Source: an optimization exercise on an open RTL-to-GDS flow (aim: a short achievable clock period and few clock cycles). Production flows keep margins and buffers that such runs may drop. The RTL was checked by simulation tests, not by an equivalence proof against the original design. Power and IR drop assume default switching activity.

== run A ==
==> flow/design.v <==
module ks_add #(parameter W = 16) (a, b, cin, s, cout);
input  [W-1:0] a;
input  [W-1:0] b;
input          cin;
output [W-1:0] s;
output         cout;
reg [W:0] G, P, Gn, Pn;
integer i, d;
always @(*) begin
    G = {a & b, cin};
    P = {a ^ b, 1'b0};
    for (d = 1; d <= W; d = d * 2) begin
        Gn = G;
        Pn = P;
        for (i = d; i <= W; i = i + 1) begin
            Gn[i] = G[i] | (P[i] & G[i-d]);
            Pn[i] = P[i] & P[i-d];
        end
        G = Gn;
        P = Pn;
    end
end
assign s    = (a ^ b) ^ G[W-1:0];
assign cout = G[W];
endmodule
module Pipeline_CPU( clk_i, rst_n, imem_addr_o, imem_data_i,
                     dmem_addr_o, dmem_wdata_o, dmem_we_o, dmem_re_o, dmem_rdata_i );
input         clk_i;
input         rst_n;
output [15:0] imem_addr_o;
input  [15:0] imem_data_i;
output [15:0] dmem_addr_o;
output [15:0] dmem_wdata_o;
output        dmem_we_o;
output        dmem_re_o;
input  [15:0] dmem_rdata_i;
reg  [14:0] pc;           
reg         d_v;          
reg  [15:0] d_ir;
reg  [14:0] d_pcp;        
reg         d_pt;         
reg  [7:1]  d_rs, d_rt;   
reg  [7:1]  d_wd;         
reg  [15:0] e_a, e_b;     
reg  [7:0]  e_sel;        
reg         e_ld;
reg  [7:1]  e_wd_q;       
reg         e_br_q;
reg         e_kill;       
wire [7:1]  e_wd = e_kill ? 7'd0 : e_wd_q;
wire        e_br = e_br_q & ~e_kill;
reg         e_inv;        
reg  [14:0] e_alt;        
reg  [15:0] m_addr, m_wdata;
reg         m_we, m_re;
reg  [15:0] rf [1:7];
reg         stall;        
wire        mis;
wire [15:0] res;
wire [15:0] fi    = imem_data_i;
wire [2:0]  f_op  = fi[15:13];
wire        f_j   = (f_op == 3'd7);
wire        f_beq = (f_op == 3'd5);
wire        f_bne = (f_op == 3'd6);
wire        f_eqf = (fi[12:10] == fi[9:7]);
wire        f_pt  = (f_beq & (f_eqf | fi[6])) | (f_bne & ~f_eqf);
wire [14:0] pcq;
ks_add #(15) u_finc (.a(pc), .b(15'd0), .cin(1'b1), .s(pcq), .cout());
wire [7:0]  f_lo;
wire [7:0]  f_up   = pcq[14:7];
wire [7:0]  f_upp, f_upm;
ks_add #(7) u_flo  (.a(pcq[6:0]), .b(fi[6:0]), .cin(1'b0), .s(f_lo[6:0]),  .cout(f_lo[7]));
ks_add #(8) u_fupp (.a(f_up), .b(8'h00), .cin(1'b1), .s(f_upp), .cout());
ks_add #(8) u_fupm (.a(f_up), .b(8'hff), .cin(1'b0), .s(f_upm), .cout());
wire [7:0]  f_hi   = (fi[6] == f_lo[7])  ? f_up : (f_lo[7]  ? f_upp : f_upm);
wire [14:0] f_bt   = {f_hi, f_lo[6:0]};
wire [14:0] f_jt   = {pcq[14:13], fi[12:0]};
wire [14:0] f_npc  = f_j ? f_jt  : (f_pt ? f_bt  : pcq);
wire        f_r    = (f_op == 3'd0);
wire        f_wr   = (f_op == 3'd0) | (f_op == 3'd1) | (f_op == 3'd2) | (f_op == 3'd3);
wire [2:0]  f_dn   = f_r ? fi[6:4] : fi[9:7];
wire        f_urs  = (f_op != 3'd2) & ~f_j;                    
wire        f_urt  = f_r | (f_op == 3'd4) | f_beq | f_bne;     
wire [7:0]  f_rs1h = 8'd1 << fi[12:10];
wire [7:0]  f_rt1h = 8'd1 << fi[9:7];
wire [7:0]  f_wd1h = 8'd1 << f_dn;
always @(posedge clk_i or negedge rst_n) begin
    if (!rst_n) begin
        pc     <= 15'd0;
        d_v    <= 1'b0;
    end else if (mis) begin
        pc     <= e_alt;
        d_v    <= 1'b0;
    end else if (!stall) begin
        pc     <= f_npc;
        d_v    <= ~f_j;
    end
end
always @(posedge clk_i) begin
    if (!stall) begin
        d_ir  <= fi;
        d_pcp <= pcq;
        d_pt  <= f_pt;
        d_rs  <= f_urs ? f_rs1h[7:1] : 7'd0;
        d_rt  <= f_urt ? f_rt1h[7:1] : 7'd0;
        d_wd  <= f_wr  ? f_wd1h[7:1] : 7'd0;
    end
end
assign imem_addr_o = {pc, 1'b0};
wire [2:0] op = d_ir[15:13];
wire [3:0] fn = d_ir[3:0];
wire [15:0] sext = {{9{d_ir[6]}}, d_ir[6:0]};
wire is_r   = (op == 3'd0);
wire is_ai  = (op == 3'd1);
wire is_lui = (op == 3'd2);
wire is_lw  = (op == 3'd3);
wire is_sw  = (op == 3'd4);
wire is_br  = (op == 3'd5) | (op == 3'd6);
reg [15:0] rs_v, rt_v;
integer i;
always @(*) begin
    rs_v = 16'd0;
    rt_v = 16'd0;
    for (i = 1; i < 8; i = i + 1) begin
        rs_v = rs_v | ({16{d_rs[i]}} & rf[i]);
        rt_v = rt_v | ({16{d_rt[i]}} & rf[i]);
    end
end
wire hit_s = |(d_rs & e_wd);
wire hit_t = |(d_rt & e_wd);
wire f_mem = (f_op == 3'd3) | (f_op == 3'd4);
always @(posedge clk_i or negedge rst_n) begin
    if (!rst_n)
        stall <= 1'b0;
    else
        stall <= ~mis & ~stall & d_v & f_mem & |(f_rs1h[7:1] & d_wd);
end
wire go = d_v & ~stall & ~mis;
reg [7:0] sel;
always @(*) begin
    sel = 8'd0;
    if (is_r) begin
        if (fn[3] == 1'b0) sel[fn[2:0]] = 1'b1;
    end else if (is_ai | is_lui)
        sel[0] = 1'b1;
end
wire [15:0] b_imm  = is_lui ? {1'b0, d_ir[6:0], 8'd0} : sext;
wire        b_isim = is_ai | is_lui;
wire [14:0] d_bt;
ks_add #(15) u_dbt  (.a(d_pcp), .b(sext[14:0]), .cin(1'b0), .s(d_bt),  .cout());
wire [14:0] d_alt  = d_pt ? d_pcp : d_bt;
wire [15:0] d_addr;
ks_add #(16) u_agu  (.a(rs_v), .b(sext), .cin(1'b0), .s(d_addr), .cout());
always @(posedge clk_i or negedge rst_n) begin
    if (!rst_n) begin
        e_wd_q <= 7'd0;
        e_br_q <= 1'b0;
        e_kill <= 1'b0;
        m_we <= 1'b0;
        m_re <= 1'b0;
    end else begin
        e_wd_q <= (d_v & ~stall) ? d_wd : 7'd0;
        e_br_q <= d_v & ~stall & is_br;
        e_kill <= mis;
        m_we <= go & is_sw;
        m_re <= go & is_lw;
    end
end
always @(posedge clk_i) begin
    e_a    <= hit_s ? res : rs_v;
    e_b    <= b_isim ? b_imm : (hit_t ? res : rt_v);
    e_sel  <= sel;
    e_ld   <= is_lw;
    e_inv  <= op[1] ^ d_pt;
    e_alt  <= d_alt;
    m_addr  <= d_addr;
    m_wdata <= hit_t ? res : rt_v;
end
wire [15:0] a = e_a;
wire [15:0] b = e_b;
wire [15:0] sum, dif;
ks_add #(16) u_sum (.a(a), .b(b),  .cin(1'b0), .s(sum), .cout());
ks_add #(16) u_dif (.a(a), .b(~b), .cin(1'b1), .s(dif), .cout());
wire        lt  = (a[15] ^ b[15]) ? a[15] : dif[15];
assign res = ({16{e_sel[0]}} & sum)
           | ({16{e_sel[1]}} & dif)
           | ({16{e_sel[2]}} & (a & b))
           | ({16{e_sel[3]}} & (a | b))
           | ({16{e_sel[4]}} & ~(a | b))
           | ({16{e_sel[5]}} & {15'd0, lt})
           | ({16{e_sel[6]}} & {b[14:0], 1'b0})
           | ({16{e_sel[7]}} & {1'b0, b[15:1]})
           | ({16{e_ld}}     & dmem_rdata_i);
assign mis = e_br & ((a == b) ^ e_inv);
always @(posedge clk_i or negedge rst_n) begin
    if (!rst_n) begin
        rf[1] <= 16'd0; rf[2] <= 16'd0; rf[3] <= 16'd0; rf[4] <= 16'd0;
        rf[5] <= 16'd0; rf[6] <= 16'd0; rf[7] <= 16'd0;
    end else begin
        for (i = 1; i < 8; i = i + 1)
            if (e_wd[i]) rf[i] <= res;
    end
end
assign dmem_addr_o  = m_addr;
assign dmem_wdata_o = m_wdata;
assign dmem_we_o    = m_we;
assign dmem_re_o    = m_re;
endmodule
==> flow/config.mk <==
export PLATFORM = sky130hd
export DESIGN_NAME = Pipeline_CPU
export DESIGN_NICKNAME = Pipeline_CPU
export VERILOG_FILES = /design/flow/design.v
export SDC_FILE = /design/flow/constraint.sdc
export NUM_CORES = 4
export LEC_CHECK = 0
export ABC_CLOCK_PERIOD_IN_PS = 2000
export CAP_MARGIN = 20
export CORE_MARGIN = 2
export CORE_UTILIZATION = 55
export PLACE_DENSITY = 0.75
export SETUP_SLACK_MARGIN = 4.6
export SLEW_MARGIN = 20
==> flow/constraint.sdc <==
create_clock -name core_clock -period 7.0 [get_ports {clk_i}]
set_input_delay 1.4000 -clock core_clock [delete_from_list [all_inputs] [get_ports {clk_i}]]
set_output_delay 1.4000 -clock core_clock [all_outputs]
set_load 0.01 [all_outputs]
standard.sh (not shown) runs the stock make flow with config.mk's settings and CLKGATE_MAP_FILE= SYNTH_SCRIPT=/design/flow/synth_recipe.tcl, a recipe that flattens the netlist after the stock synthesis.
==> flow/flow/run.sh <==
#!/bin/bash
# Standard synthesis, then the combinational logic re-mapped by ABC for
# delay (registers untouched), then the standard layout from floorplan on.
set -euo pipefail
R=$PWD/orfs/results/$FLOW_PLATFORM/Pipeline_CPU/base
LIB=$FLOW_HOME/platforms/$FLOW_PLATFORM/lib/sky130_fd_sc_hd__tt_025C_1v80.lib

bash standard.sh $R/1_2_yosys.v > synth.log 2>&1
cp $R/1_2_yosys.v $PWD/std_synth.v
sed -e "s|@LIB@|$LIB|g" -e "s|@IN@|$PWD/std_synth.v|" -e "s|@OUT@|$R/1_2_yosys.v|" \
    -e "s|@TOP@|$FLOW_TOP|" -e "s|@ABC@|$PWD/flow/remap.abc|" flow/remap.ys.in > remap.ys
yosys -q -l remap.log remap.ys > remap.out 2>&1
bash standard.sh > layout.log 2>&1
Other scripts of this flow, unchanged in this note and not shown: flow/flow/remap.abc, flow/flow/remap.ys.in
Testbench counts of run A, summed over its fixed seeds: cycles 17,747.
For run B, these inputs were changed with respect to run A:
- PLACE_DENSITY changed from 0.75 to 0.6
- CORE_UTILIZATION changed from 55 to 40
[summary]
The final reports for run B and run A show clock period minus final worst setup slack higher in the former. Critical path's slowest cell: buf_4 -> run A, dfrtp_1 -> run B. [compare] base=run A new=run B: wire length of the first global-routing pass about even; design area moved up. Diff run A -> run B: relative area change from synthesis to final layout rose 0.73 points; non-clock buffer share of cell area fell 0.74 points; met2 global-route usage saw a decrease; routed wire length saw an increase; cell-internal power higher.
For run C, these inputs were changed with respect to run B:
- CTS_CLUSTER_DIAMETER: unset -> 90
- CTS_CLUSTER_SIZE: unset -> 24
Results
- Comparing run B with run C, the first-pass GRT wire length came out essentially unchanged.
- Sequential share of layout area in run C is 0.50 points higher than in run B
- Run C -> run B: critical path depth flat
- Total wire length came out higher on run C than on run B.

-- static timing again, ports no longer ideal --
Ports are ideal in the flow. The routed layouts listed here were re-timed in OpenROAD.
Step 1: set_driving_cell puts a clkbuf_16 on clk_i and a buf_2 on each other input, an assumption about the parent block.
Step 2 times the ports against the registers' clock, not the clock port: input delays grow and output delays shrink by t, the midpoint of the rising clock arrivals with the driver on.
Slacks: ideal / step 1 / step 2; pairs: ideal / step 1.
| run | t, ns | slack for setup (ns) | clock arrival spread, ns | worst slew at a driven data input, ns |
|---|---|---|---|---|
| run A | 0.619 | 4.443 / 4.409 / 3.829 | 0.054 / 0.053 | 0.06 |
| run B | 0.643 | 4.432 / 4.372 / 3.924 | 0.031 / 0.030 | 0.06 |
| run C | 0.583 | 4.457 / 4.400 / 3.911 | 0.026 / 0.026 | 0.07 |
After both steps every run listed still meets setup and hold. For run A, which loses most, drivers alone change the setup slack by -0.034 ns; drivers and shift together by -0.614 ns.
